From an optimization exercise on the open Yosys and OpenROAD flow, aimed at small area and a short achievable clock period; shortcuts taken in it are not production practice. The RTL was checked by simulation tests, not by an equivalence proof against the original design. Power figures rest on the tool's default switching activity, not on a simulated workload.

`flow/design.v`:
```
`timescale 1ns / 1ps
module gelu_lut_module (
    input                       clk,
    input                       rst_n,
    input                       in_valid,
    input      signed [15:0]    in_data,
    output reg                  out_valid,
    output     signed [10:0]    out_data
);
    reg         v1, s1;
    reg  [9:0]  m1;
    wire [5:0]  c;
    wire [9:0]  xa = in_data[9:0];
    wire [9:0]  lowor;
    genvar gi;
    generate for (gi = 0; gi < 10; gi = gi + 1) begin : g_or
        assign lowor[gi] = |xa[gi:0];
    end endgenerate
    wire [5:0]  pos_lo = s1 ? 6'd0 : m1[5:0];
    wire [4:0]  hi     = s1 ? 5'd0 : {1'b0, m1[9:6]};
    wire [6:0]  dlo    = {1'b0, pos_lo} - {1'b0, c};
    always @(posedge clk or negedge rst_n)
        if (!rst_n) begin v1 <= 1'b0; out_valid <= 1'b0; end
        else begin v1 <= in_valid; out_valid <= v1; end
    always @(posedge clk) begin
        s1 <= in_data[10];
        m1 <= xa ^ ({10{in_data[10]}} & {lowor[8:0], 1'b0});
    end
    reg  [5:0]  lo2;
    reg         b2;
    reg  [4:0]  hi2, hm2;
    always @(posedge clk) begin
        lo2 <= dlo[5:0];
        b2  <= dlo[6];
        hi2 <= hi;
        hm2 <= hi - 5'd1;
    end
    assign out_data = {b2 ? hm2 : hi2, lo2};
    gelu_c u_c (.a(m1), .y(c));
endmodule
module gelu_c (input [9:0] a, output [5:0] y);
  wire n17, n18, n19, n20, n21, n22, n23,
    n24, n25, n26, n27, n28, n29, n30, n31,
    n32, n33, n34, n35, n37, n38, n39, n40,
    n41, n42, n43, n44, n45, n46, n47, n48,
    n49, n51, n52, n53, n54, n55, n56, n57,
    n58, n59, n60, n61, n62, n63, n64, n65,
    n66, n67, n68, n69, n70, n71, n72, n73,
    n74, n75, n76, n77, n78, n79, n80, n81,
    n82, n83, n84, n85, n86, n87, n88, n89,
    n90, n91, n92, n93, n95, n96, n97, n98,
    n99, n100, n101, n102, n103, n104, n105,
    n106, n107, n108, n109, n110, n111, n112,
    n113, n114, n115, n116, n117, n118, n119,
    n120, n121, n122, n123, n124, n125, n126,
    n127, n128, n129, n130, n131, n132, n133,
    n134, n135, n137, n138, n139, n140, n141,
    n142, n143, n144, n145, n146, n147, n148,
    n149, n150, n151, n152, n153, n154, n155,
    n156, n157, n158, n159, n160, n161, n162,
    n163, n164, n165, n166, n167, n168, n169,
    n170, n171, n172, n173, n174, n175, n176,
    n177, n178, n179, n180, n181, n182, n183,
    n184, n185, n186, n187, n188, n189, n190,
    n191, n192, n193, n194, n195, n196, n197,
    n198, n199, n200, n201, n202, n203, n205,
    n206, n207, n208, n209, n210, n211, n212,
    n213, n214, n215, n216, n217, n218, n219,
    n220, n221, n222, n223, n224, n225, n226,
    n227, n228, n229, n230, n231, n232, n233,
    n234, n235, n236, n237, n238, n239, n240,
    n241, n242, n243, n244, n245, n246, n247,
    n248, n249, n250, n251, n252, n253, n254,
    n255, n256, n257, n258, n259, n260, n261,
    n262, n263, n264, n265, n266, n267, n268,
    n269, n270, n271, n272, n273, n274, n275,
    n276, n277, n278, n279, n280, n281, n282,
    n283, n284, n285, n286, n287, n288, n289,
    n290, n291, n292, n293, n294, n295, n296,
    n297, n298, n299, n300, n301;
  assign n17 = a[8] & a[7];
  assign n18 = ~a[8] & ~a[6];
  assign n19 = a[2] & a[1];
  assign n20 = ~a[3] & ~n19;
  assign n21 = a[4] & ~n20;
  assign n22 = ~a[8] & ~n21;
  assign n23 = a[1] & a[0];
  assign n24 = ~a[3] & ~n23;
  assign n25 = ~a[2] & n24;
  assign n26 = a[4] & ~n25;
  assign n27 = a[8] & n26;
  assign n28 = ~n22 & ~n27;
  assign n29 = ~a[5] & ~n28;
  assign n30 = a[8] & a[5];
  assign n31 = ~n29 & ~n30;
  assign n32 = a[6] & ~n31;
  assign n33 = ~n18 & ~n32;
  assign n34 = ~a[7] & ~n33;
  assign n35 = ~a[9] & ~n17;
  assign y[5] = ~n34 & n35;
  assign n37 = ~a[4] & n25;
  assign n38 = a[5] & ~n37;
  assign n39 = ~a[6] & ~n38;
  assign n40 = n34 & ~n39;
  assign n41 = ~a[3] & ~a[2];
  assign n42 = ~n24 & ~n41;
  assign n43 = a[4] & n42;
  assign n44 = a[8] & ~a[5];
  assign n45 = ~n43 & n44;
  assign n46 = a[6] & ~n45;
  assign n47 = a[7] & ~n18;
  assign n48 = ~n46 & n47;
  assign n49 = ~n40 & ~n48;
  assign y[4] = ~a[9] & ~n49;
  assign n51 = ~a[2] & ~a[1];
  assign n52 = ~a[0] & n51;
  assign n53 = a[3] & ~n52;
  assign n54 = a[4] & n53;
  assign n55 = a[5] & n54;
  assign n56 = ~a[7] & n18;
  assign n57 = ~n55 & n56;
  assign n58 = a[9] & ~n57;
  assign n59 = ~a[6] & ~n30;
  assign n60 = ~a[1] & ~a[0];
  assign n61 = a[2] & ~n60;
  assign n62 = ~a[3] & ~n61;
  assign n63 = ~a[4] & n62;
  assign n64 = ~a[8] & ~n63;
  assign n65 = ~a[5] & ~n64;
  assign n66 = ~a[3] & n51;
  assign n67 = a[8] & ~n66;
  assign n68 = a[4] & n67;
  assign n69 = ~a[4] & ~a[3];
  assign n70 = n52 & n69;
  assign n71 = ~n26 & ~n70;
  assign n72 = ~a[8] & ~n71;
  assign n73 = ~a[5] & ~n68;
  assign n74 = ~n72 & n73;
  assign n75 = n65 & ~n74;
  assign n76 = n59 & ~n75;
  assign n77 = ~n46 & ~n76;
  assign n78 = a[7] & ~n77;
  assign n79 = ~a[8] & ~a[4];
  assign n80 = a[3] & n61;
  assign n81 = ~a[4] & ~n80;
  assign n82 = a[8] & ~n81;
  assign n83 = ~n79 & ~n82;
  assign n84 = ~a[5] & ~n83;
  assign n85 = a[3] & ~n51;
  assign n86 = a[4] & n85;
  assign n87 = n38 & ~n86;
  assign n88 = n59 & ~n87;
  assign n89 = ~n84 & n88;
  assign n90 = ~n32 & ~n89;
  assign n91 = ~a[7] & ~n90;
  assign n92 = ~a[9] & ~n78;
  assign n93 = ~n91 & n92;
  assign y[3] = ~n58 & ~n93;
  assign n95 = n51 & n69;
  assign n96 = ~a[5] & n95;
  assign n97 = n57 & ~n96;
  assign n98 = a[9] & ~n97;
  assign n99 = ~a[4] & ~n42;
  assign n100 = n22 & ~n99;
  assign n101 = ~a[5] & ~n27;
  assign n102 = ~n100 & n101;
  assign n103 = ~a[8] & n69;
  assign n104 = ~n68 & ~n103;
  assign n105 = a[5] & ~n104;
  assign n106 = a[6] & ~n105;
  assign n107 = ~n102 & n106;
  assign n108 = ~a[5] & ~n82;
  assign n109 = n26 & ~n53;
  assign n110 = ~a[8] & a[3];
  assign n111 = ~n109 & n110;
  assign n112 = n108 & ~n111;
  assign n113 = a[3] & n19;
  assign n114 = ~a[4] & ~n113;
  assign n115 = ~n25 & n114;
  assign n116 = ~n86 & ~n115;
  assign n117 = ~a[8] & ~n116;
  assign n118 = ~n68 & ~n117;
  assign n119 = a[5] & ~n118;
  assign n120 = ~a[6] & ~n112;
  assign n121 = ~n119 & n120;
  assign n122 = ~a[7] & ~n107;
  assign n123 = ~n121 & n122;
  assign n124 = a[4] & n80;
  assign n125 = ~a[8] & ~n124;
  assign n126 = a[5] & ~n125;
  assign n127 = ~n27 & n126;
  assign n128 = ~n75 & ~n127;
  assign n129 = ~a[6] & ~n128;
  assign n130 = ~n30 & ~n65;
  assign n131 = n46 & ~n130;
  assign n132 = a[7] & ~n131;
  assign n133 = ~n129 & n132;
  assign n134 = ~a[9] & ~n123;
  assign n135 = ~n133 & n134;
  assign y[2] = n98 | n135;
  assign n137 = a[9] & ~a[7];
  assign n138 = a[6] & ~a[5];
  assign n139 = n125 & n138;
  assign n140 = a[5] & ~n54;
  assign n141 = ~a[2] & ~n23;
  assign n142 = a[3] & ~n141;
  assign n143 = a[4] & n142;
  assign n144 = ~a[8] & ~n95;
  assign n145 = ~n143 & n144;
  assign n146 = ~a[5] & ~n145;
  assign n147 = n59 & ~n140;
  assign n148 = ~n146 & n147;
  assign n149 = ~n139 & ~n148;
  assign n150 = n137 & ~n149;
  assign n151 = a[8] & n37;
  assign n152 = ~n20 & ~n113;
  assign n153 = ~n99 & n152;
  assign n154 = ~a[8] & ~n153;
  assign n155 = n101 & ~n154;
  assign n156 = a[5] & n104;
  assign n157 = ~n72 & n156;
  assign n158 = ~n155 & ~n157;
  assign n159 = ~n151 & ~n158;
  assign n160 = a[6] & ~n159;
  assign n161 = ~a[4] & a[2];
  assign n162 = a[4] & ~n62;
  assign n163 = ~n19 & n53;
  assign n164 = n162 & ~n163;
  assign n165 = ~n161 & ~n164;
  assign n166 = ~a[8] & ~n165;
  assign n167 = n108 & ~n166;
  assign n168 = a[4] & n66;
  assign n169 = ~a[0] & n66;
  assign n170 = ~a[4] & ~n169;
  assign n171 = a[8] & ~n168;
  assign n172 = ~n170 & n171;
  assign n173 = ~n41 & ~n85;
  assign n174 = a[4] & ~n173;
  assign n175 = ~a[3] & ~n141;
  assign n176 = ~n19 & ~n175;
  assign n177 = ~a[4] & ~n176;
  assign n178 = ~a[8] & ~n174;
  assign n179 = ~n177 & n178;
  assign n180 = a[5] & ~n172;
  assign n181 = ~n179 & n180;
  assign n182 = ~a[6] & ~n181;
  assign n183 = ~n167 & n182;
  assign n184 = ~a[7] & ~n183;
  assign n185 = ~n160 & n184;
  assign n186 = ~n74 & ~n127;
  assign n187 = a[8] & n95;
  assign n188 = ~n186 & ~n187;
  assign n189 = ~a[6] & ~n188;
  assign n190 = n64 & ~n162;
  assign n191 = a[3] & a[2];
  assign n192 = ~a[4] & ~n191;
  assign n193 = a[5] & ~n192;
  assign n194 = ~n190 & n193;
  assign n195 = ~n43 & ~n63;
  assign n196 = a[8] & ~n195;
  assign n197 = n65 & ~n196;
  assign n198 = a[6] & ~n194;
  assign n199 = ~n197 & n198;
  assign n200 = a[7] & ~n199;
  assign n201 = ~n189 & n200;
  assign n202 = ~a[9] & ~n185;
  assign n203 = ~n201 & n202;
  assign y[1] = n150 | n203;
  assign n205 = a[5] & n26;
  assign n206 = ~a[4] & ~n85;
  assign n207 = ~a[5] & ~n206;
  assign n208 = ~n124 & n207;
  assign n209 = ~n205 & ~n208;
  assign n210 = a[6] & ~n209;
  assign n211 = n140 & ~n206;
  assign n212 = ~n66 & n114;
  assign n213 = ~a[5] & ~n143;
  assign n214 = ~n212 & n213;
  assign n215 = ~n211 & ~n214;
  assign n216 = ~a[6] & ~n215;
  assign n217 = ~a[8] & n137;
  assign n218 = ~n210 & n217;
  assign n219 = ~n216 & n218;
  assign n220 = n81 & ~n175;
  assign n221 = a[5] & ~n109;
  assign n222 = ~n220 & n221;
  assign n223 = ~a[0] & n69;
  assign n224 = ~n19 & ~n51;
  assign n225 = ~n223 & ~n224;
  assign n226 = ~a[2] & n223;
  assign n227 = ~a[5] & ~n225;
  assign n228 = ~n226 & n227;
  assign n229 = ~a[8] & ~n228;
  assign n230 = ~n222 & n229;
  assign n231 = ~a[5] & ~n25;
  assign n232 = ~n142 & n231;
  assign n233 = ~n85 & ~n169;
  assign n234 = ~a[4] & ~n233;
  assign n235 = ~n143 & ~n168;
  assign n236 = ~n234 & n235;
  assign n237 = n87 & n236;
  assign n238 = a[8] & ~n232;
  assign n239 = ~n237 & n238;
  assign n240 = a[6] & ~n230;
  assign n241 = ~n239 & n240;
  assign n242 = ~n61 & n85;
  assign n243 = ~n60 & n174;
  assign n244 = ~n43 & ~n243;
  assign n245 = ~n242 & ~n244;
  assign n246 = ~n19 & ~n141;
  assign n247 = ~n60 & ~n246;
  assign n248 = ~a[3] & ~n247;
  assign n249 = a[3] & ~n246;
  assign n250 = ~a[4] & ~n249;
  assign n251 = ~n248 & n250;
  assign n252 = ~a[8] & ~n251;
  assign n253 = ~n245 & n252;
  assign n254 = a[8] & ~n236;
  assign n255 = ~n253 & ~n254;
  assign n256 = a[5] & ~n255;
  assign n257 = ~a[4] & ~a[1];
  assign n258 = ~a[2] & n53;
  assign n259 = a[2] & n60;
  assign n260 = n24 & ~n259;
  assign n261 = ~n113 & ~n260;
  assign n262 = ~n258 & n261;
  assign n263 = a[4] & ~n262;
  assign n264 = ~a[8] & ~n257;
  assign n265 = ~n263 & n264;
  assign n266 = n82 & n195;
  assign n267 = ~a[5] & ~n187;
  assign n268 = ~n266 & n267;
  assign n269 = ~n265 & n268;
  assign n270 = ~a[6] & ~n269;
  assign n271 = ~n256 & n270;
  assign n272 = ~a[7] & ~n241;
  assign n273 = ~n271 & n272;
  assign n274 = ~n62 & n114;
  assign n275 = ~n43 & ~n274;
  assign n276 = a[8] & ~n275;
  assign n277 = n65 & ~n276;
  assign n278 = ~n169 & n192;
  assign n279 = ~n43 & ~n278;
  assign n280 = a[8] & ~n279;
  assign n281 = ~n190 & ~n280;
  assign n282 = a[5] & ~n281;
  assign n283 = a[6] & ~n277;
  assign n284 = ~n282 & n283;
  assign n285 = n67 & ~n85;
  assign n286 = ~n53 & n170;
  assign n287 = ~a[8] & ~n26;
  assign n288 = ~n286 & n287;
  assign n289 = ~a[5] & ~n285;
  assign n290 = ~n288 & n289;
  assign n291 = n26 & ~n191;
  assign n292 = ~n66 & n206;
  assign n293 = ~n291 & ~n292;
  assign n294 = a[8] & ~n293;
  assign n295 = n126 & ~n294;
  assign n296 = ~a[6] & ~n290;
  assign n297 = ~n295 & n296;
  assign n298 = a[7] & ~n284;
  assign n299 = ~n297 & n298;
  assign n300 = ~a[9] & ~n299;
  assign n301 = ~n273 & n300;
  assign y[0] = n219 | n301;
endmodule
```
`flow/flow/run.sh`:
```
#!/bin/bash
set -euo pipefail
bash standard.sh ADDER_MAP_FILE= \
  "BUFFER_PORTS_ARGS=-buffer_cell sky130_fd_sc_hd__buf_1" \
  "CTS_ARGS=-sink_clustering_enable -repair_clock_nets -dont_use_dummy_load" \
  finish > run_make.log 2>&1
```
`flow/standard.sh`:
```
#!/bin/bash
# synth_recipe.tcl (not shown) runs the flow's synth.tcl, then flattens the netlist and writes it again
# the make line also repeats each setting of config.mk as NAME=value (left out here)
make -C /OpenROAD-flow-scripts/flow DESIGN_CONFIG=/design/flow/config.mk WORK_HOME=/design/flow/orfs CLKGATE_MAP_FILE= SYNTH_SCRIPT=/design/flow/synth_recipe.tcl "${@:-finish}"
```
`flow/config.mk`:
```
export PLATFORM = sky130hd
export DESIGN_NAME = gelu_lut_module
export DESIGN_NICKNAME = gelu_lut_module
export VERILOG_FILES = /design/flow/design.v
export SDC_FILE = /design/flow/constraint.sdc
export NUM_CORES = 4
export LEC_CHECK = 0
export ABC_AREA = 1
export CAP_MARGIN = 70
export CORE_MARGIN = 2
export CORE_UTILIZATION = 40
export SETUP_SLACK_MARGIN = 2.75
export SLEW_MARGIN = 70
export TNS_END_PERCENT = 5
```
`flow/constraint.sdc`:
```
create_clock -name core_clock -period 5.0 [get_ports {clk}]
set_input_delay 1.0000 -clock core_clock [delete_from_list [all_inputs] [get_ports {clk}]]
set_output_delay 1.0000 -clock core_clock [all_outputs]
set_load 0.01 [all_outputs]
```
==> flow_metrics.tcl, run 1 <==
set metrics [dict create \
    run_status "complete, no violations" \
    timing_hold_violations_final 0 \
    chipHeight_um 80.7 \
    seq_power_share_pct 34.9 \
    share_clk_of_total_power_pct 18.2 \
    final_max_slew_viol_count 0 \
    num_io_pins 31 \
    timing.clock.skew_ps 16.6 \
    setup_tns_ps 0 \
    final_cell_mix "nand2_1, nand3_1, nor2_1" \
    hold_path.class "flip-flop to flip-flop" \
    largest_net_degree_at_the_start_of_global_routing 24 \
    synthDistinctLibCells 30 \
    unrepaired_setup_endpoints_after_global_routing "true" \
    setup_viol 0 \
    firstDrtPassIters 5 \
    number_of_buffers_added_by_the_clock_tree_synthesis_step 5 \
    drt_drc_violations_left 0 \
    vias_per_cell 5.38 \
    worst_skew_pair.late_latency_ps 280 \
    synth.ff_latch_count 29 \
    timing.critical_path.fanout_max 5 \
    relative_slew_margins_pct 75.2 \
    route.antenna.remaining_nets 0 \
    root_buffer "clkbuf_8" \
    die_area_mm2 0.00651 \
    fp-row-count 27 \
    detailroute.via_count 2739 \
    synthesis.nets 432 \
    minimum_clock_period_after_layout_ps 2190 \
    fin_crit_sh_pct 43.9 \
    async_flop_share_pct 6.90 \
    post_route_cells_drive_above_1_share_pct 17.6 \
    routed_wl_um 6710 \
    syn-mean-instance-area_um2 5.70 \
    internal-power_uw 516 \
    setup_slack_of_the_critical_path_after_layout_ps 2810 \
    clock.fmax_ghz 0.456 \
    wire_length_of_the_first_global_routing_pass_um 11200 \
    synth-seq-area-share_pct 25.1 \
    clock_tree.buffer_depth 2 \
    peakVddDrop_uv 171 \
    dp_hpwl_um 4800 \
    r2r.worst_path.cells 15 \
    share_of_power_burned_in_combinational_logic_pct 46.8 \
    leakagePower_nw 1.36 \
    nets 458 \
    n_antenna_cell 0 \
    timing.critical_path.from_type "flip-flop" \
    finalCoreUtilization_pct 49.2 \
    max_cap_violations 0 \
    sw_frac_of_total_pct 42.9 \
    power-per-cell-area_mw_per_mm2 328 \
    post-place-ws_ps 2600 \
    drt_iter0_drc 224 \
    number_of_enable_type_register_cells_in_the_synthesized_netlist 0 \
    first_global_vias 2424 \
    syn-cell-area_mm2 0.00235 \
    tritoncts_clock_tree "yes" \
    end_kind "primary output" \
    worst_pin_slew_ps 372 \
    synth_ff_type "dfxtp_1" \
    synth_cells 413 \
    hold-path-cell-count 0 \
    final_common_cell "nand2_1" \
    numClockSinks 29 \
    cts-hold-fix-buffers 0 \
    synthToLayoutAreaGrowth_pct 17.2 \
    setup.worst_path.class "flip-flop to primary output" \
    place.gp.congestion 0.918 \
    initial_utilization_pct 42.0 \
    overflow 0 \
    number_of_port_buffers 25 \
    grt_resource_usage_total_pct 21.8 \
    path_clk_slew_ps 60 \
    core_region_area_mm2 0.00561 \
    net-switching-power_uw 388 \
    chipWidth_um 80.7 \
    clock_tree.htree_level_count 2 \
    critical_path_required_ps 4000 \
    drt-wirelength-per-cell_um 13.2 \
    number_of_antenna_violations_at_the_first_check_in_global_routing 0 \
    worst_ep_arrival_time_ps 1190 \
    synth_warnings 1 \
]
-- sequential cells by signal, summed over array words and instances, names as in the netlist --
signal	flops
hm2	5
v1	1
hi2	4
b2	1
lo2	6
m1	10
s1	1
out_valid	1
-- worst paths after layout --
check / end / slack, ps / startpoint
max: out_data[8] / 2810 / b2
min: out_valid / 360 / v1
max reg2reg: lo2[4] / 2860 / m1[4]
min reg2reg: out_valid / 360 / v1
max in group asynchronous: v1 / 4390 / rst_n
min in group asynchronous: out_valid / 490 / rst_n
-- logic make-up after synthesis --
group | synth area share, %
AO/OA/AOI/OAI | 8.72
buffers and inverters | 9.25
AND/OR/NAND/NOR | 50.6
XOR/XNOR | 4.47
multiplexers | 1.91
flip-flops | 25.1
-- cells in the mapped netlist (all sizes together), types with 4 or more instances --
cell type,instances,share of area (%)
nand2,159,26
nand3,58,13
nor2,47,7.8
inv,37,5.9
dfxtp,27,23
o21ai,16,3.4
a21oi,13,2.8
buf,12,2.7
xnor2,7,2.6
nand4,6,1.6
nand3b,5,1.6
xor2,5,1.9
mux2,4,1.9
-- worst max-delay path, stage by stage (launching register included) --
cell     delay (ps)
dfxtp_1         430
mux2_2          360
buf_1           130
-- power by group through the flow --
stage	clock network, mW	logic (mW)	registers [mW]
floorplan	0	0.297	0.304
global placement	0	0.368	0.320
detailed placement	0	0.369	0.321
CTS	0.173	0.372	0.317
global route	0.185	0.479	0.323
finish	0.165	0.424	0.316
-- routing by layer --
layer	wire length (um)	GRT usage, %	vias to the layer above	share of wire [%]
li1	-	-	1378	-
met1	2990	30.0	1203	45
met2	3040	33.7	136	45
met3	496	4.27	22	7.4
met4	182	7.97	0	2.7
met5	0	0	-	0
-- through the flow --
stage | instances | hold slack [ps] | instance area (um2) | power [mW]
global placement | 496 | 341 | 2470 | 0.688
detailed placement | 496 | 340 | 2470 | 0.690
global route | 509 | 365 | 2760 | 0.987
finish | 509 | 364 | 2760 | 0.905
floorplan | 413 | 331 | 2350 | 0.600
CTS | 501 | 364 | 2560 | 0.862
-- cell type report --
class	count	area [um2]
inverter	39	165
timing repair buffer	33	151
sequential	29	616
fill	615	2850
tap	72	90.1
multi-input combinational	331	1670
clock buffer	5	68.8
-- what timing repair did --
item | 4_1_cts | 5_1_grt
gates resized for setup | 6 | 49
buffers inserted | 0 | 8
pin swaps | 0 | 8
endpoints found under the setup margin | 5 | 11
endpoints found under the hold margin | 0 | 0
==> run 2: changes to the inputs <==
--- a/flow/config.mk
+++ b/flow/config.mk
@@ -8,3 +8,3 @@
 export ABC_AREA = 1
-export CAP_MARGIN = 70
+export CAP_MARGIN = 60
 export CORE_MARGIN = 2
@@ -12,3 +12,3 @@
 export SETUP_SLACK_MARGIN = 2.75
-export SLEW_MARGIN = 70
+export SLEW_MARGIN = 60
 export TNS_END_PERCENT = 5
==> flow_metrics.tcl, run 2 <==
set metrics [dict create \
    run_status "complete, no violations" \
    netlist.top_cell.by_area "nand2_1" \
    routed_wl_um 6880 \
    end_kind "primary output" \
    minimum_clock_period_after_layout_ps 2200 \
    setup.worst_path.class "flip-flop to primary output" \
    timing.clock.skew_ps 13.9 \
    regMostFlops "m1" \
    number_of_buffers_added_by_the_clock_tree_synthesis_step 5 \
    route.antenna.remaining_nets 0 \
    fin_crit_sh_pct 44.1 \
    setup_viol 0 \
    dp_hpwl_um 4790 \
    number_of_port_buffers 25 \
    clock_tree.buffer_depth 2 \
    crit-reg2reg-capture "lo2[5]" \
    first_global_vias 2437 \
    power-per-cell-area_mw_per_mm2 325 \
    yosys-top-cells-area "nand2_1, dfxtp_1, nand3_1" \
    worst_skew_pair.late_latency_ps 280 \
    synth_ff_type "dfxtp_1" \
    worst_ep_arrival_time_ps 1200 \
    largest_net_degree_at_the_start_of_global_routing 24 \
    syn-mean-instance-area_um2 5.70 \
    unrepaired_setup_endpoints_after_global_routing "true" \
    clock_tree.htree_level_count 2 \
    path_clk_slew_ps 60 \
    numClockSinks 29 \
    synth_top_area_share_pct 24.6 \
    vias_per_cell 5.29 \
    finalCoreUtilization_pct 49.8 \
    n_antenna_cell 0 \
    setup_slack_of_the_critical_path_after_layout_ps 2800 \
    synth_cells 413 \
    nets 466 \
    post-synth-top-count-cell "nand2_1" \
    detailroute.via_count 2737 \
    num_io_pins 31 \
    wire_length_of_the_first_global_routing_pass_um 11500 \
    synthToLayoutAreaGrowth_pct 18.6 \
    post_route_cells_drive_above_1_share_pct 17.5 \
    die_area_mm2 0.00651 \
    synthDistinctLibCells 30 \
    largest_register_ffs 10 \
    synthesis.nets 432 \
    post-place-ws_ps 2100 \
    hold_path.class "flip-flop to flip-flop" \
    min_from "v1" \
    synth-seq-area-share_pct 25.1 \
    synth.ff_latch_count 29 \
    tritoncts_clock_tree "yes" \
    timing.critical_path.from "b2" \
    synth_commonest_cells "nand2_1, nand3_1, nor2_1" \
    finalHoldWorstSlack_ps 366 \
    timing.critical_path.from_type "flip-flop" \
    worst_pin_slew_ps 373 \
    final_cell_mix "nand2_1, nand3_1, nor2_1" \
    peakVddDrop_uv 162 \
    synth_warnings 1 \
    setup_tns_ps 0 \
    core_region_area_mm2 0.00561 \
    reg2reg_slack_ps 2870 \
    grt_resource_usage_total_pct 22.4 \
    overflow 0 \
    firstDrtPassIters 7 \
    fillerInstances 614 \
    number_of_enable_type_register_cells_in_the_synthesized_netlist 0 \
    clock.fmax_ghz 0.454 \
    number_of_antenna_violations_at_the_first_check_in_global_routing 0 \
    reg_to_reg_critical_path_startpoint "m1[3]" \
    final_common_cell "nand2_1" \
    drt_drc_violations_left 0 \
    cts-hold-fix-buffers 0 \
    reg.largest.list "m1 x10, lo2 x6, hm2 x5" \
    root_buffer "clkbuf_8" \
    chipHeight_um 80.7 \
    drt-wirelength-per-cell_um 13.3 \
    chipWidth_um 80.7 \
    final_max_slew_viol_count 0 \
    timing_hold_violations_final 0 \
    fp-row-count 27 \
    initial_utilization_pct 42.0 \
    place.gp.congestion 0.918 \
    crit_end "out_data[8]" \
    relative_slew_margins_pct 75.1 \
    syn-cell-area_mm2 0.00235 \
    async_flop_share_pct 6.90 \
    timing.critical_path.fanout_max 5 \
    critical_path_required_ps 4000 \
    r2r.worst_path.cells 18 \
    leakagePower_nw 1.38 \
    drt_iter0_drc 397 \
    max_cap_violations 0 \
]
## run 2: cell types whose count changed in the layout (fill, tap and decap cells not counted), moves of 2 or more
cell / previous run / this run
buf_4: 7 / 14
nand2_1: 139 / 143
clkinvlp_4: 0 / 2
nand2_2: 17 / 15
nand2_4: 3 / 1
## run 2: critical path, stage by stage, from the launching register on
cell and delay, ps:
dfxtp_1 430, mux2_2 360, buf_1 130
## run 2: power breakdown
group	total (mW)	leakage (nW)	switching (mW)	internal [mW]
logic	0.427	1.09	0.272	0.156
clock network	0.166	0.0359	0.0766	0.0889
registers	0.313	0.253	0.0392	0.274
## run 2: area by class of cell
class | instances | area [um2] | area share [%]
timing repair buffer | 40 | 206 | 7.40
clock buffer | 5 | 68.8 | 2.47
tap | 72 | 90.1 | 3.23
sequential | 29 | 616 | 22.1
timing repair inverter | 1 | 5.00 | 0.179
inverter | 39 | 165 | 5.92
multi-input combinational | 331 | 1640 | 58.8
## run 2: worst min-delay path by stage
stage / to / slack (ps) / depth (start not counted)
floorplan: out_valid / 330 / 0
global placement: out_valid / 340 / 0
detailed placement: out_valid / 340 / 0
CTS: out_valid / 360 / 0
global route: out_valid / 370 / 0
finish: out_valid / 370 / 0
## run 2: repair_timing
item,in CTS,in global routing
buffers inserted,8,7
cloned,1,0
setup endpoints to repair,7,10
pin swaps,0,1
gates resized for setup,13,35
## run 2: layer usage
metal	wire, um	GRT usage, %	up-vias
met5	0	0	-
met4	138	7.97	0
met3	512	3.48	15
met2	3080	35.8	137
met1	3150	30.7	1187
li1	-	-	1398
## run 2: kinds of logic after synthesis
logic type | after synthesis | synth area share (%)
simple gates | 278 | 50.6
buf+inv | 53 | 9.25
compound gates | 37 | 8.72
flops | 29 | 25.1
xor+xnor | 12 | 4.47
mux | 4 | 1.91
## run 2: stage by stage
step	cells	total power [mW]	area, um2
after detailed placement	496	0.689	2470
after floorplan	413	0.600	2350
after global routing	517	0.984	2790
after CTS	510	0.873	2630
final	517	0.906	2790
after global placement	496	0.688	2470
==> run 3: changes to the inputs <==
--- a/flow/config.mk
+++ b/flow/config.mk
@@ -8,3 +8,3 @@
 export ABC_AREA = 1
-export CAP_MARGIN = 60
+export CAP_MARGIN = 80
 export CORE_MARGIN = 2
@@ -12,3 +12,3 @@
 export SETUP_SLACK_MARGIN = 2.75
-export SLEW_MARGIN = 60
+export SLEW_MARGIN = 80
 export TNS_END_PERCENT = 5
==> flow_metrics.tcl, run 3 <==
set metrics [dict create \
    fin_crit_sh_pct 42.8 \
    drt-wirelength-per-cell_um 13.4 \
    synth.ff_latch_count 29 \
    nets 469 \
    hold-path-cell-count 0 \
    worstHoldEndpoint "out_valid" \
    largest_register_ffs 10 \
    synthToLayoutAreaGrowth_pct 24.8 \
    drt_drc_violations_left 0 \
    synth_cells 413 \
    numClockSinks 29 \
    final_max_slew_viol_count 0 \
    chipWidth_um 80.7 \
    relative_slew_margins_pct 78.6 \
    first_global_vias 2408 \
    post-synth-top-count-cell "nand2_1" \
    worst_ep_arrival_time_ps 2300 \
    number_of_buffers_added_by_the_clock_tree_synthesis_step 5 \
    setup.worst_path.class "flip-flop to flip-flop" \
    dp_hpwl_um 4830 \
    cts-hold-fix-buffers 0 \
    core_region_area_mm2 0.00561 \
    area_of_combinational_cells_with_multiple_inputs_mm2 0.00173 \
    run_status "complete, no violations" \
    post_route_cells_drive_above_1_share_pct 23.2 \
    path_clk_slew_ps 60 \
    synth_warnings 1 \
    min_from "v1" \
    placed_cells_incl_taps 496 \
    drt_iter0_drc 372 \
    place.gp.congestion 0.918 \
    syn-mean-instance-area_um2 5.70 \
    chipHeight_um 80.7 \
    route.antenna.remaining_nets 0 \
    yosys-top-cells-area "nand2_1, dfxtp_1, nand3_1" \
    hold_path.class "flip-flop to flip-flop" \
    minimum_clock_period_after_layout_ps 2140 \
    synth_top_area_share_pct 24.6 \
    finalCoreUtilization_pct 52.4 \
    timing.critical_path.from_type "flip-flop" \
    grt_resource_usage_total_pct 21.5 \
    die_area_mm2 0.00651 \
    number_of_enable_type_register_cells_in_the_synthesized_netlist 0 \
    synthesis.nets 432 \
    reg_to_reg_critical_path_startpoint "m1[1]" \
    firstDrtPassIters 6 \
    setup_viol 0 \
    initial_utilization_pct 42.0 \
    detailroute.via_count 2808 \
    fillerInstances 611 \
    clock_tree.buffer_depth 2 \
    routed_wl_um 6950 \
    peakVddDrop_uv 171 \
    finalNonFillerCells 520 \
    final_cell_mix "nand2_1, nand3_1, nor2_1" \
    area.sequential_um2 619 \
    critical_path_required_ps 5160 \
    layout.cell_area.non_filler_mm2 0.00294 \
    postPlaceCellArea_mm2 0.00250 \
    reg.largest.list "m1 x10, lo2 x6, hm2 x5" \
    timing_hold_violations_final 0 \
    root_buffer "clkbuf_8" \
    synth_commonest_cells "nand2_1, nand3_1, nor2_1" \
    power-per-cell-area_mw_per_mm2 321 \
    timing.clock.skew_ps 17.1 \
    synth_ff_type "dfxtp_1" \
    largest_net_degree_at_the_start_of_global_routing 24 \
    synth-seq-area-share_pct 25.1 \
    overflow 0 \
    crit-reg2reg-capture "b2" \
    num_io_pins 31 \
    fp-row-count 27 \
    worst_pin_slew_ps 319 \
    end_kind "flip-flop" \
    async_flop_share_pct 6.90 \
    timing.critical_path.fanout_max 6 \
    number_of_port_buffers 25 \
    synthDistinctLibCells 30 \
    syn-cell-area_mm2 0.00235 \
    reg2reg_slack_ps 2860 \
    regMostFlops "m1" \
    wire_length_of_the_first_global_routing_pass_um 11000 \
    netlist.top_cell.by_area "nand2_1" \
    clock.fmax_ghz 0.467 \
    number_of_antenna_violations_at_the_first_check_in_global_routing 0 \
    unrepaired_setup_endpoints_after_global_routing "true" \
    tritoncts_clock_tree "yes" \
    max_cap_violations 0 \
    r2r.worst_path.cells 16 \
    n_antenna_cell 0 \
    worst_skew_pair.late_latency_ps 280 \
    final_common_cell "nand2_1" \
    vias_per_cell 5.40 \
    leakagePower_nw 1.44 \
    setup_tns_ps 0 \
    clock_tree.htree_level_count 2 \
]
run 3: cell counts after synthesis:
No cell type changed its count.
run 3: cell type report:
cell class                 count  share of cell area, %
multi-input combinational    331                   59.0
tap                           72                   3.07
clock buffer                   5                   2.34
inverter                      39                   5.84
sequential                    29                   21.1
timing repair buffer          44                   8.69
run 3: layer usage:
layer | GRT usage (%) | vias to the layer above | routed length (um)
met3 | 3.82 | 25 | 575
met1 | 29.5 | 1251 | 3030
met2 | 33.6 | 130 | 3170
li1 | - | 1402 | -
met4 | 8.47 | 0 | 178
met5 | 0 | - | 0
run 3: repair_timing:
action,4_1_cts,5_1_grt
pin swaps,0,11
setup endpoints to repair,3,9
resized for setup,1,63
setup buffers,0,18
run 3: worst max-delay path by stage:
stage / start / to / slack, ps
4_1_cts: m1[4] / lo2[5] / 2780
2_1_floorplan: in_data[1] / m1[9] / 2900
6_report: m1[1] / b2 / 2860
3_3_place_gp: m1[8] / lo2[5] / 2000
3_5_place_dp: in_data[1] / m1[9] / 2640
5_1_grt: m1[1] / lo2[3] / 2680
run 3: stage by stage:
stage                     hold WS [ps]  power (mW)  setup WS [ps]
final                              366       0.942           2860
after global routing               366        1.02           2680
after CTS                          365       0.864           2780
after detailed placement           340       0.694           2640
after global placement             341       0.688           2000
after floorplan                    331       0.600           2900
run 3: logic make-up (layout without fill, tap and decap cells):
group	count (synthesis)	after routing	share of synthesized area (%)
flops	29	29	25.1
compound gates	37	37	8.72
buf+inv	53	88	9.25
xor+xnor	12	12	4.47
mux	4	4	1.91
simple gates	278	278	50.6
run 3: worst max-delay path, stage by stage, from the launching register on:
cell and delay, ps:
dfxtp_4 380, inv_4 120, nand2_4 100, nand2_1 110, nand2_1 100, a21oi_1 220, nand2_1 90, nand3_1 90
nand3_1 90, nand3_2 110, nand2_1 70, nand2_2 100, nand2_2 70, nor2_1 140, nand2_1 70, a21oi_1 120
nor3_1 60
run 3: where the power goes:
| part | switching [mW] | leakage (nW) | total, mW | internal, mW |
|---|---|---|---|---|
| logic | 0.285 | 1.16 | 0.461 | 0.175 |
| clock network | 0.0769 | 0.0359 | 0.166 | 0.0890 |
| registers | 0.0399 | 0.253 | 0.315 | 0.275 |
==> run 4: changes to the inputs <==
--- a/flow/config.mk
+++ b/flow/config.mk
@@ -8,7 +8,7 @@
 export ABC_AREA = 1
-export CAP_MARGIN = 80
+export CAP_MARGIN = 70
 export CORE_MARGIN = 2
-export CORE_UTILIZATION = 40
+export CORE_UTILIZATION = 50
 export SETUP_SLACK_MARGIN = 2.75
-export SLEW_MARGIN = 80
+export SLEW_MARGIN = 70
 export TNS_END_PERCENT = 5
==> flow_metrics.tcl, run 4 <==
set metrics [dict create \
    run_status "complete, no violations" \
    peakVddDrop_uv 187 \
    regMostFlops "m1" \
    syn-mean-instance-area_um2 5.70 \
    fillerInstances 463 \
    clock.fmax_ghz 0.454 \
    num_io_pins 31 \
    number_of_enable_type_register_cells_in_the_synthesized_netlist 0 \
    worstPathBufferInverterCount 1 \
    clock_tree.htree_level_count 2 \
    setup_viol 0 \
    async_flop_share_pct 6.90 \
    synth_ff_type "dfxtp_1" \
    relative_slew_margins_pct 75.8 \
    power_uw 892 \
    synthToLayoutAreaGrowth_pct 14.6 \
    timing.clock.skew_ps 16.2 \
    finalHoldWorstSlack_ps 348 \
    reg2reg_slack_ps 2850 \
    netlist.top_cell.by_area "nand2_1" \
    drt_iter0_drc 378 \
    final_common_cell "nand2_1" \
    path_clk_slew_ps 70 \
    worst_skew_pair.late_latency_ps 280 \
    n_antenna_cell 0 \
    final_cell_mix "nand2_1, nand3_1, nor2_1" \
    worst_ep_arrival_time_ps 1200 \
    synth-seq-area-share_pct 25.1 \
    firstDrtPassIters 5 \
    cpMaxStageDelayCell "dfxtp_1" \
    synthDistinctLibCells 30 \
    number_of_antenna_violations_at_the_first_check_in_global_routing 0 \
    worstHoldEndpoint "out_valid" \
    die_area_mm2 0.00527 \
    number_of_buffers_added_by_the_clock_tree_synthesis_step 5 \
    wire_length_of_the_first_global_routing_pass_um 10700 \
    initial_utilization_pct 53.0 \
    root_buffer "clkbuf_8" \
    post-synth-top-count-cell "nand2_1" \
    number_of_port_buffers 25 \
    route.antenna.remaining_nets 0 \
    synth_commonest_cells "nand2_1, nand3_1, nor2_1" \
    detailroute.via_count 2714 \
    power-per-cell-area_mw_per_mm2 331 \
    finalCoreUtilization_pct 60.7 \
    vias_per_cell 5.58 \
    minimum_clock_period_after_layout_ps 2200 \
    core_region_area_mm2 0.00444 \
    grt_resource_usage_total_pct 25.7 \
    critical_path_required_ps 4000 \
    numClockSinks 29 \
    r2r.worst_path.cells 18 \
    final_max_slew_viol_count 0 \
    synth_warnings 1 \
    end_kind "primary output" \
    timing.critical_path.max_delay_family "flip-flops" \
    tritoncts_clock_tree "yes" \
    routed_wl_um 6610 \
    first_global_vias 2369 \
    hold-path-cell-count 0 \
    min_from "v1" \
    drt-wirelength-per-cell_um 13.6 \
    drt_drc_violations_left 0 \
    reg.largest.list "m1 x10, lo2 x6, hm2 x5" \
    chipWidth_um 72.6 \
    synth.ff_latch_count 29 \
    setup_tns_ps 0 \
    largest_net_degree_at_the_start_of_global_routing 24 \
    setup.worst_path.class "flip-flop to primary output" \
    critical-path-max-stage-delay_ps 440 \
    overflow 0 \
    fin_crit_sh_pct 44.0 \
    hold_path.class "flip-flop to flip-flop" \
    area_of_combinational_cells_with_multiple_inputs_mm2 0.00164 \
    fp-row-count 24 \
    timing_hold_violations_final 0 \
    nets 455 \
    syn-cell-area_mm2 0.00235 \
    critical_path.cell_chain "mux2_2 -> buf_1" \
    area.sequential_um2 612 \
    max_cap_violations 0 \
    yosys-top-cells-area "nand2_1, dfxtp_1, nand3_1" \
    timing.critical_path.fanout_max 5 \
    worst_pin_slew_ps 362 \
    reg_to_reg_critical_path_startpoint "m1[3]" \
    crit-reg2reg-capture "lo2[5]" \
    leakagePower_nw 1.35 \
    synthesis.nets 432 \
    largest_register_ffs 10 \
    timing.critical_path.from_type "flip-flop" \
    place.gp.congestion 1.00 \
    dp_hpwl_um 4740 \
    synth_top_area_share_pct 24.6 \
    clock_tree.buffer_depth 2 \
    unrepaired_setup_endpoints_after_global_routing "true" \
    synth_cells 413 \
    chipHeight_um 72.6 \
    post_route_cells_drive_above_1_share_pct 14.5 \
]
## run 4: changes by cell type in the layout (fill, tap and decap cells not counted), sizes merged
| cell | delta |
|---|---|
| inv | +1 |
| clkinvlp | -1 |
| buf | -14 |
## run 4: worst reg2reg max path: stages (launching register included)
cell and delay, ps:
dfxtp_4 380, nor2_4 190, nand2_2 140, inv_1 120
nand2_1 70, nand3_1 110, nand2_1 60, o21ai_1 140
nor2_1 50, nand2_1 90, nand2_1 70, nand2_1 100
nand2_1 120, nor2_1 130, nand3_1 90, nand2_1 60
inv_1 40, nand3_1 50, nand2_1 40
## run 4: how the worst max path moves through the flow
| stage | start | endpoint | slack [ps] | depth (start not counted) |
|---|---|---|---|---|
| after floorplan | in_data[1] | m1[9] | 2900 | 7 |
| after global placement | m1[8] | b2 | 1980 | 14 |
| after detailed placement | m1[2] | lo2[4] | 2600 | 19 |
| after CTS | m1[4] | lo2[5] | 2770 | 18 |
| after global routing | m1[4] | lo2[5] | 2670 | 17 |
| final | b2 | out_data[9] | 2800 | 2 |
## run 4: cell type report
| class | count | share of cell area [%] |
|---|---|---|
| repair buffers | 30 | 5.24 |
| well taps | 52 | 2.41 |
| inverters | 39 | 6.22 |
| clock buffers | 5 | 2.55 |
| flip-flops and latches | 29 | 22.7 |
| multi-input cells | 331 | 60.9 |
## run 4: cells by family (layout without fill, tap and decap cells)
logic type             Yosys count  after routing  synth area share [%]
AO/OA/AOI/OAI                   37             37                  8.72
XOR/XNOR                        12             12                  4.47
buffers and inverters           53             74                  9.25
flip-flops                      29             29                  25.1
multiplexers                     4              4                  1.91
AND/OR/NAND/NOR                278            278                  50.6
## run 4: what timing repair did
action                     CTS  global route
buffers inserted             0             4
pin swaps                    0             1
hold buffers                 0             0
gates resized for setup      8            38
setup endpoints to repair    5            11
## run 4: where the power goes
| part | internal (mW) | switching [mW] |
|---|---|---|
| Sequential | 0.274 | 0.0394 |
| Clock | 0.0889 | 0.0757 |
| Combinational | 0.147 | 0.268 |
## run 4: per-stage QoR
step | instances | instance area, um2 | worst slack (ps)
4_1_cts | 482 | 2540 | 2770
5_1_grt | 486 | 2700 | 2670
2_1_floorplan | 413 | 2350 | 2900
6_report | 486 | 2700 | 2800
3_3_place_gp | 477 | 2450 | 1980
3_5_place_dp | 477 | 2460 | 2600
## run 4: per-layer routing
layer | track usage [%] | routed length [um] | vias up
met5 | 0 | 0 | -
met4 | 9.88 | 147 | 0
met3 | 5.66 | 600 | 18
met2 | 38.5 | 2880 | 131
met1 | 35.9 | 2980 | 1193
li1 | - | - | 1372
==> run 5: changes to the inputs <==
--- a/flow/config.mk
+++ b/flow/config.mk
@@ -10,3 +10,4 @@
 export CORE_MARGIN = 2
-export CORE_UTILIZATION = 50
+export CORE_UTILIZATION = 40
+export GPL_TIMING_DRIVEN = 1
 export SETUP_SLACK_MARGIN = 2.75
==> flow_metrics.tcl, run 5 <==
set metrics [dict create \
    setup_viol 0 \
    finalNonFillerCells 509 \
    timing.critical_path.max_delay_family "flip-flops" \
    syn-mean-instance-area_um2 5.70 \
    worstHoldEndpoint "out_valid" \
    async_flop_share_pct 6.90 \
    reg_to_reg_critical_path_startpoint "m1[4]" \
    run_status "complete, no violations" \
    reg2reg_slack_ps 2860 \
    largest_net_degree_at_the_start_of_global_routing 24 \
    setup_slack_of_the_critical_path_after_layout_ps 2810 \
    synth_compound_area_share_pct 8.72 \
    largest_family_of_logic_cells_by_synthesized_area "simple AND/OR/NAND/NOR gates" \
    power_uw 905 \
    clock_tree.htree_level_count 2 \
    post-place-ws_ps 2600 \
    synth_cells 413 \
    dp_hpwl_um 4800 \
    critical_path_required_ps 4000 \
    cts-hold-fix-buffers 0 \
    critical-path-max-stage-delay_ps 430 \
    timing.critical_path.fanout_max 5 \
    first_global_vias 2424 \
    route.antenna.remaining_nets 0 \
    synthDistinctLibCells 30 \
    cpMaxStageDelayCell "dfxtp_1" \
    minimum_clock_period_after_layout_ps 2190 \
    leakagePower_nw 1.36 \
    timing_hold_violations_final 0 \
    vias_per_cell 5.38 \
    relative_slew_margins_pct 75.2 \
    power-per-cell-area_mw_per_mm2 328 \
    wire_length_of_the_first_global_routing_pass_um 11200 \
    setup.worst_path.class "flip-flop to primary output" \
    synthesis.nets 432 \
    tritoncts_clock_tree "yes" \
    timing.clock.skew_ps 16.6 \
    core_region_area_mm2 0.00561 \
    grt_resource_usage_total_pct 21.8 \
    routed_wl_um 6710 \
    drt-wirelength-per-cell_um 13.2 \
    layout.cell_area.non_filler_mm2 0.00276 \
    crit-reg2reg-capture "lo2[4]" \
    setup_tns_ps 0 \
    chipWidth_um 80.7 \
    synth_ff_type "dfxtp_1" \
    post-synth-top-count-cell "nand2_1" \
    netlist.top_cell.by_area "nand2_1" \
    clock.fmax_ghz 0.456 \
    nets 458 \
    r2r.worst_path.cells 15 \
    worst_pin_slew_ps 372 \
    placed_cells_incl_taps 496 \
    multiplexer_area_fraction_after_synthesis_pct 1.91 \
    synth-seq-area-share_pct 25.1 \
    end_kind "primary output" \
    num_io_pins 31 \
    post_route_cells_drive_above_1_share_pct 17.6 \
    final_common_cell "nand2_1" \
    worst_ep_arrival_time_ps 1190 \
    number_of_antenna_violations_at_the_first_check_in_global_routing 0 \
    postPlaceCellArea_mm2 0.00247 \
    detailroute.via_count 2739 \
    hold_path.class "flip-flop to flip-flop" \
    worst_skew_pair.late_latency_ps 280 \
    final_max_slew_viol_count 0 \
    peakVddDrop_uv 171 \
    number_of_port_buffers 25 \
    synthToLayoutAreaGrowth_pct 17.2 \
    finalHoldWorstSlack_ps 364 \
    fin_crit_sh_pct 43.9 \
    initial_utilization_pct 42.0 \
    regMostFlops "m1" \
    fp-row-count 27 \
    timing.critical_path.from_type "flip-flop" \
    number_of_enable_type_register_cells_in_the_synthesized_netlist 0 \
    fillerInstances 615 \
    synth_top_area_share_pct 24.6 \
    drt_iter0_drc 224 \
    unrepaired_setup_endpoints_after_global_routing "true" \
    root_buffer "clkbuf_8" \
    yosys-top-cells-area "nand2_1, dfxtp_1, nand3_1" \
    overflow 0 \
    critical_path.cell_chain "mux2_2 -> buf_1" \
    number_of_buffers_added_by_the_clock_tree_synthesis_step 5 \
    die_area_mm2 0.00651 \
    clock_tree.buffer_depth 2 \
    numClockSinks 29 \
    largest_register_ffs 10 \
    worstPathBufferInverterCount 1 \
    final_cell_mix "nand2_1, nand3_1, nor2_1" \
    syn-cell-area_mm2 0.00235 \
    reg.largest.list "m1 x10, lo2 x6, hm2 x5" \
    finalCoreUtilization_pct 49.2 \
    chipHeight_um 80.7 \
    drt_drc_violations_left 0 \
    synthSimpleGateAreaFrac_pct 50.6 \
    path_clk_slew_ps 60 \
    post_synth_fa_ha_maj_area_fraction_pct 0 \
    n_antenna_cell 0 \
    max_cap_violations 0 \
    synth_commonest_cells "nand2_1, nand3_1, nor2_1" \
    post_synth_xor_area_fraction_pct 4.47 \
    min_from "v1" \
    synth_warnings 1 \
    synth.ff_latch_count 29 \
    firstDrtPassIters 5 \
    hold-path-cell-count 0 \
    place.gp.congestion 0.918 \
]
-- run 5: cell counts after synthesis --
Identical to the previous run, type by type.
-- run 5: area by class of cell --
type | instances | area, um2 | area share [%]
multi-input combinational | 331 | 1670 | 60.5
clock buffer | 5 | 68.8 | 2.49
sequential | 29 | 616 | 22.3
tap | 72 | 90.1 | 3.27
timing repair buffer | 33 | 151 | 5.49
inverter | 39 | 165 | 5.99
-- run 5: layer usage --
metal,global-route usage [%],up-vias,routed length [um]
met5,0,-,0
met4,7.97,0,182
met3,4.27,22,496
met2,33.7,136,3040
met1,30.0,1203,2990
li1,-,1378,-
-- run 5: cells by family after synthesis --
| logic type | after synthesis |
|---|---|
| xor gates and xnor gates | 12 |
| AOI/OAI and AO/OA | 37 |
| muxes | 4 |
| and+or+nand+nor | 278 |
| DFF | 29 |
| buffers and inverters | 53 |
-- run 5: what timing repair did --
action	4_1_cts	5_1_grt
endpoints found under the setup margin	5	11
buffers inserted	0	8
pin swaps	0	8
resized for setup	6	49
-- run 5: power breakdown --
group | leakage (nW) | switching, mW | total, mW | internal [mW]
clock network | 0.0359 | 0.0760 | 0.165 | 0.0890
logic | 1.07 | 0.271 | 0.424 | 0.153
registers | 0.253 | 0.0418 | 0.316 | 0.274
-- run 5: worst max-delay path by stage --
| stage | from | endpoint | slack [ps] | cells past startpoint |
|---|---|---|---|---|
| 2_1_floorplan | in_data[1] | m1[9] | 2900 | 7 |
| 3_3_place_gp | m1[8] | lo2[5] | 2000 | 16 |
| 3_5_place_dp | m1[6] | b2 | 2600 | 13 |
| 4_1_cts | m1[1] | b2 | 2750 | 19 |
| 5_1_grt | m1[3] | lo2[4] | 2670 | 20 |
| 6_report | b2 | out_data[8] | 2810 | 2 |
==> run 6: changes to the inputs <==
--- a/flow/config.mk
+++ b/flow/config.mk
@@ -11,5 +11,3 @@
 export CORE_UTILIZATION = 40
-export GPL_TIMING_DRIVEN = 1
 export SETUP_SLACK_MARGIN = 2.75
 export SLEW_MARGIN = 70
-export TNS_END_PERCENT = 5
==> flow_metrics.tcl, run 6 <==
set metrics [dict create \
    clock.fmax_ghz 0.467 \
    syn-cell-area_mm2 0.00235 \
    chipWidth_um 80.7 \
    synthDistinctLibCells 30 \
    power_uw 909 \
    end_kind "flip-flop" \
    crit-reg2reg-capture "lo2[4]" \
    max_cap_violations 0 \
    reg2reg_slack_ps 2860 \
    synthToLayoutAreaGrowth_pct 17.6 \
    chipHeight_um 80.7 \
    setup_viol 0 \
    dp_hpwl_um 4800 \
    finalNonFillerCells 509 \
    firstDrtPassIters 5 \
    setup_tns_ps 0 \
    r2r.worst_path.cells 15 \
    initial_utilization_pct 42.0 \
    placed_cells_incl_taps 496 \
    timing.critical_path.fanout_max 15 \
    place.gp.congestion 0.918 \
    synth.ff_latch_count 29 \
    hold-path-cell-count 0 \
    async_flop_share_pct 6.90 \
    path_clk_slew_ps 60 \
    core_region_area_mm2 0.00561 \
    power-per-cell-area_mw_per_mm2 328 \
    drt_iter0_drc 263 \
    syn-mean-instance-area_um2 5.70 \
    synthesis.nets 432 \
    synth_warnings 1 \
    vias_per_cell 5.26 \
    timing_hold_violations_final 0 \
    first_global_vias 2424 \
    wire_length_of_the_first_global_routing_pass_um 11200 \
    netlist.top_cell.by_area "nand2_1" \
    synth_cells 413 \
    number_of_enable_type_register_cells_in_the_synthesized_netlist 0 \
    number_of_port_buffers 25 \
    die_area_mm2 0.00651 \
    peakVddDrop_uv 171 \
    nets 458 \
    leakagePower_nw 1.37 \
    reg_to_reg_critical_path_startpoint "m1[4]" \
    final_cell_mix "nand2_1, nand3_1, nor2_1" \
    unrepaired_setup_endpoints_after_global_routing "true" \
    worstHoldEndpoint "out_valid" \
    relative_slew_margins_pct 75.6 \
    area_of_combinational_cells_with_multiple_inputs_mm2 0.00168 \
    postPlaceCellArea_mm2 0.00247 \
    largest_net_degree_at_the_start_of_global_routing 24 \
    clock_tree.htree_level_count 2 \
    number_of_buffers_added_by_the_clock_tree_synthesis_step 5 \
    detailroute.via_count 2677 \
    final_common_cell "nand2_1" \
    final_max_slew_viol_count 0 \
    synth-seq-area-share_pct 25.1 \
    run_status "complete, no violations" \
    regMostFlops "m1" \
    fin_crit_sh_pct 42.8 \
    area.sequential_um2 617 \
    overflow 0 \
    worst_ep_arrival_time_ps 2310 \
    fp-row-count 27 \
    min_from "v1" \
    synth_commonest_cells "nand2_1, nand3_1, nor2_1" \
    reg.largest.list "m1 x10, lo2 x6, hm2 x5" \
    clock_tree.buffer_depth 2 \
    n_antenna_cell 0 \
    number_of_antenna_violations_at_the_first_check_in_global_routing 0 \
    post-synth-top-count-cell "nand2_1" \
    synth_ff_type "dfxtp_1" \
    timing.clock.skew_ps 16.4 \
    hold_path.class "flip-flop to flip-flop" \
    timing.critical_path.from_type "flip-flop" \
    routed_wl_um 6750 \
    route.antenna.remaining_nets 0 \
    cts-hold-fix-buffers 0 \
    yosys-top-cells-area "nand2_1, dfxtp_1, nand3_1" \
    post_route_cells_drive_above_1_share_pct 18.3 \
    tritoncts_clock_tree "yes" \
    drt_drc_violations_left 0 \
    minimum_clock_period_after_layout_ps 2140 \
    worst_pin_slew_ps 365 \
    drt-wirelength-per-cell_um 13.3 \
    layout.cell_area.non_filler_mm2 0.00277 \
    synth_top_area_share_pct 24.6 \
    fillerInstances 617 \
    critical_path_required_ps 5170 \
    root_buffer "clkbuf_8" \
    num_io_pins 31 \
    largest_register_ffs 10 \
    setup.worst_path.class "flip-flop to flip-flop" \
    numClockSinks 29 \
    grt_resource_usage_total_pct 21.8 \
    worst_skew_pair.late_latency_ps 280 \
]
## run 6: cell counts after synthesis
No cell type changed its count.
## run 6: cell families (layout without fill, tap and decap cells)
| logic type | count (synthesis) | count (layout) | synth area share, % |
|---|---|---|---|
| DFF | 29 | 29 | 25.1 |
| AOI/OAI and AO/OA | 37 | 37 | 8.72 |
| and+or+nand+nor | 278 | 278 | 50.6 |
| xor gates and xnor gates | 12 | 12 | 4.47 |
| buffers and inverters | 53 | 77 | 9.25 |
| muxes | 4 | 4 | 1.91 |
## run 6: per-layer routing
| layer | global-route usage, % | vias up | part of all wire (%) |
|---|---|---|---|
| li1 | - | 1376 | - |
| met1 | 30.0 | 1182 | 45 |
| met2 | 33.7 | 108 | 46 |
| met3 | 4.27 | 11 | 7.1 |
| met4 | 7.97 | 0 | 1.8 |
| met5 | 0 | - | 0 |
## run 6: area by class of cell
cell class / count / share of cell area, %
multi-input cells: 331 / 60.5
flip-flops and latches: 29 / 22.3
inverters: 39 / 5.97
repair buffers: 33 / 5.47
well taps: 72 / 3.25
clock buffers: 5 / 2.49
## run 6: worst max-delay path, cell delays in order (launching register included)
cell and delay, ps:
dfxtp_4 460, inv_4 120, a21oi_1 240, nand2_1 120
nand3_1 110, nand3_1 110, nand3_1 110, nand3_1 90
nand2_1 90, nand2_1 60, nand2_2 120, nand3_2 110
nand2_2 100, nand2_2 60, nand3b_1 80, nand2_1 50
## run 6: how the worst max path moves through the flow
stage                from      to  slack [ps]  cells past startpoint
6_report            m1[4]  lo2[4]        2860                     15
3_3_place_gp        m1[8]  lo2[5]        2000                     16
5_1_grt             m1[3]  lo2[4]        2690                     20
2_1_floorplan  in_data[1]   m1[9]        2900                      7
4_1_cts             m1[5]      b2        2770                     13
3_5_place_dp        m1[6]      b2        2600                     13
## run 6: what timing repair did
| item | CTS | global route |
|---|---|---|
| cloned | 0 | 0 |
| resized for setup | 7 | 51 |
| setup endpoints to repair | 5 | 11 |
| pin swaps | 0 | 8 |
| buffers inserted | 0 | 8 |
| endpoints found under the hold margin | 0 | 0 |
## run 6: stage by stage
step	worst slack (ps)	hold slack [ps]	util [%]
3_3_place_gp	2000	341	44.0
3_5_place_dp	2600	340	44.1
4_1_cts	2770	364	45.6
2_1_floorplan	2900	331	-
6_report	2860	364	49.4
5_1_grt	2690	365	49.4
## run 6: report_power, final
part | leakage (nW) | switching (mW) | internal [mW]
Sequential | 0.253 | 0.0420 | 0.275
Clock | 0.0359 | 0.0756 | 0.0890
Combinational | 1.08 | 0.274 | 0.154
==> run 7: changes to the inputs <==
==> flow/flow/run.sh (replaced) <==
#!/bin/bash
set -euo pipefail
bash standard.sh ADDER_MAP_FILE= \
  "BUFFER_PORTS_ARGS=-buffer_cell sky130_fd_sc_hd__buf_1" \
  "CTS_ARGS=-sink_clustering_enable -sink_clustering_size 40 -sink_clustering_max_diameter 200 -buf_list sky130_fd_sc_hd__clkbuf_8 -root_buf sky130_fd_sc_hd__clkbuf_8 -dont_use_dummy_load -repair_clock_nets" \
  finish > run_make.log 2>&1
--- a/flow/config.mk
+++ b/flow/config.mk
@@ -11,3 +11,2 @@
 export CORE_UTILIZATION = 40
-export SETUP_SLACK_MARGIN = 2.75
 export SLEW_MARGIN = 70
==> flow_metrics.tcl, run 7 <==
set metrics [dict create \
    run_status "complete, no violations" \
    internal-power_uw 494 \
    post_route_cells_drive_above_1_share_pct 7.69 \
    firstDrtPassIters 5 \
    drt_iter0_drc 223 \
    timing_hold_violations_final 0 \
    number_of_antenna_violations_at_the_first_check_in_global_routing 0 \
    share_of_power_burned_in_combinational_logic_pct 43.6 \
    n_antenna_cell 0 \
    tritoncts_clock_tree "yes" \
    setup.worst_path.class "flip-flop to flip-flop" \
    synth-seq-area-share_pct 25.1 \
    fp-row-count 27 \
    crit-reg2reg-capture "b2" \
    synth_commonest_cells "nand2_1, nand3_1, nor2_1" \
    clock_tree.buffer_depth 2 \
    clock.fmax_ghz 0.416 \
    leakagePower_nw 1.29 \
    vias_per_cell 5.21 \
    setup_viol 0 \
    num_io_pins 31 \
    route.top_layer_used "met4" \
    max_cap_violations 0 \
    power_uw 856 \
    timing.critical_path.from_type "flip-flop" \
    net-switching-power_uw 362 \
    number_of_buffers_added_by_the_clock_tree_synthesis_step 5 \
    final_common_cell "nand2_1" \
    share_clk_of_total_power_pct 19.3 \
    nets 450 \
    netlist.top_cell.by_area "nand2_1" \
    largest_net_degree_at_the_start_of_global_routing 24 \
    critical_path_required_ps 5160 \
    drt-wirelength-per-cell_um 12.6 \
    reg_to_reg_critical_path_startpoint "m1[5]" \
    first_global_vias 2421 \
    syn-mean-instance-area_um2 5.70 \
    r2r.worst_path.cells 13 \
    drt_drc_violations_left 0 \
    synth_ff_type "dfxtp_1" \
    met3WireLength_um 443 \
    seq_power_share_pct 37.1 \
    wl_met2_um 2780 \
    timing.critical_path.from "m1[5]" \
    async_flop_share_pct 6.90 \
    syn-cell-area_mm2 0.00235 \
    post-synth-top-count-cell "nand2_1" \
    crit_end "b2" \
    relative_slew_margins_pct 75.3 \
    final_cell_mix "nand2_1, nand3_1, nor2_1" \
    worst_pin_slew_ps 369 \
    cts_repair_resize_count 0 \
    number_of_enable_type_register_cells_in_the_synthesized_netlist 0 \
    timing.clock.skew_ps 16.9 \
    wire_length_of_the_first_global_routing_pass_um 11100 \
    clock_tree.htree_level_count 2 \
    dp_hpwl_um 4800 \
    detailroute.via_count 2612 \
    final_max_slew_viol_count 0 \
    grt_resource_usage_total_pct 21.6 \
    worst_ep_arrival_time_ps 2570 \
    setup_slack_of_the_critical_path_after_layout_ps 2600 \
    postPlaceCellArea_mm2 0.00247 \
    synth_cells 413 \
    place.gp.congestion 0.918 \
    core_region_area_mm2 0.00561 \
    chipWidth_um 80.7 \
    end_kind "flip-flop" \
    synthToLayoutAreaGrowth_pct 8.29 \
    synthesis.nets 432 \
    reg2reg_slack_ps 2600 \
    regMostFlops "m1" \
    synth.ff_latch_count 29 \
    largest_register_ffs 10 \
    overflow 0 \
    die_area_mm2 0.00651 \
    synth_warnings 1 \
    numClockSinks 29 \
    route.antenna.remaining_nets 0 \
    routed_met1_length_um 2940 \
    peakVddDrop_uv 170 \
    initial_utilization_pct 42.0 \
    reg.largest.list "m1 x10, lo2 x6, hm2 x5" \
    layout.cell_area.non_filler_mm2 0.00255 \
    worst_skew_pair.late_latency_ps 280 \
    hold_path.class "flip-flop to flip-flop" \
    path_clk_slew_ps 60 \
    number_of_port_buffers 25 \
    sw_frac_of_total_pct 42.3 \
    fin_crit_sh_pct 48.1 \
    synth_top_area_share_pct 24.6 \
    routed_wl_um 6310 \
    root_buffer "clkbuf_8" \
    setup_tns_ps 0 \
    setup_repair_bufs_after_cts 0 \
    chipHeight_um 80.7 \
    unrepaired_setup_endpoints_after_global_routing "false" \
    cts-hold-fix-buffers 0 \
    power-per-cell-area_mw_per_mm2 336 \
    timing.critical_path.fanout_max 19 \
    minimum_clock_period_after_layout_ps 2400 \
    post-place-ws_ps 2600 \
    yosys-top-cells-area "nand2_1, dfxtp_1, nand3_1" \
    synthDistinctLibCells 30 \
]
## run 7: critical path, stage by stage, from the launching register on
cell	delay [ps]
dfxtp_2	530
clkinv_2	340
nor2_1	330
nand2_1	100
nand3_1	90
nand3_1	80
nand3_1	160
nand2_1	80
nand2_2	90
nand2_1	100
nor2_1	150
nand2_1	70
a21oi_1	120
nor3_1	60
## run 7: worst min path at each step
stage | slack (ps) | from | depth (start not counted) | to
2_1_floorplan | 330 | v1 | 0 | out_valid
3_3_place_gp | 340 | v1 | 0 | out_valid
3_5_place_dp | 340 | v1 | 0 | out_valid
4_1_cts | 360 | v1 | 0 | out_valid
5_1_grt | 370 | v1 | 0 | out_valid
6_report | 360 | v1 | 0 | out_valid
## run 7: layout make-up
type | count | area [um2]
Sequential cell | 29 | 603
Inverter | 39 | 148
Timing Repair Buffer | 25 | 93.8
Clock buffer | 5 | 68.8
Tap cell | 72 | 90.1
Multi-Input combinational cell | 331 | 1550
Fill cell | 624 | 3060
## run 7: layer usage
layer / up-vias / track usage (%)
met5: - / 0
met4: 0 / 8.14
met3: 14 / 3.60
met2: 106 / 33.5
met1: 1130 / 30.1
li1: 1362 / -
## run 7: kinds of logic after synthesis
logic type                synth area share [%]
muxes                                     1.91
xor gates and xnor gates                  4.47
buffers and inverters                     9.25
and+or+nand+nor                           50.6
DFF                                       25.1
AOI/OAI and AO/OA                         8.72
## run 7: power by group through the flow
stage          Clock [mW]  Sequential, mW  Combinational [mW]
2_1_floorplan           0           0.304               0.297
3_3_place_gp            0           0.320               0.368
3_5_place_dp            0           0.321               0.369
4_1_cts             0.173           0.316               0.371
5_1_grt             0.184           0.325               0.430
6_report            0.165           0.317               0.374
## run 7: stage by stage
step                      instances  hold WS (ps)  util [%]
final                           501           364      45.4
after global routing            501           365      45.4
after CTS                       501           364      45.4
after detailed placement        496           340      44.1
after global placement          496           341      44.0
after floorplan                 413           331         -

port drivers added, routing unchanged:
In the flow no input, the clock included, has a driving cell. The finished layouts below were timed again as built, in two steps.
Step 1 sets driving cells, clkbuf_16 on the clock port and buf_2 on the other inputs (assumed; they add their load-dependent delay and slew).
Step 2, shift: input delay + t, output delay - t, t = (earliest + latest rising clock arrival at the registers) / 2. This alone moves slack from input paths to output paths.
Slacks: ideal / step 1 / step 2; pairs: ideal / step 1.
| run | t, ns | setup slack, ns | worst setup path at the end | latest minus earliest clock arrival (ns) | worst register clock-pin slew, ns |
|---|---|---|---|---|---|
| run 1 | 0.295 | 2.806 / 2.779 / 2.695 | input to register | 0.016 / 0.016 | 0.06 / 0.06 |
| run 2 | 0.301 | 2.796 / 2.767 / 2.681 | input to register | 0.014 / 0.013 | 0.06 / 0.06 |
| run 3 | 0.294 | 2.858 / 2.842 / 2.716 | input to register | 0.018 / 0.018 | 0.06 / 0.06 |
| run 4 | 0.302 | 2.798 / 2.769 / 2.700 | input to register | 0.017 / 0.017 | 0.07 / 0.07 |
| run 5 | 0.295 | 2.806 / 2.779 / 2.695 | input to register | 0.016 / 0.016 | 0.06 / 0.06 |
| run 6 | 0.294 | 2.859 / 2.847 / 2.695 | input to register | 0.017 / 0.017 | 0.06 / 0.06 |
| run 7 | 0.294 | 2.597 / 2.597 / 2.597 | register to register | 0.017 / 0.017 | 0.06 / 0.06 |
After both steps every run listed still meets setup and hold. The setup slack of run 6, which loses most, moves by -0.012 ns with the drivers and by -0.164 ns with both steps.
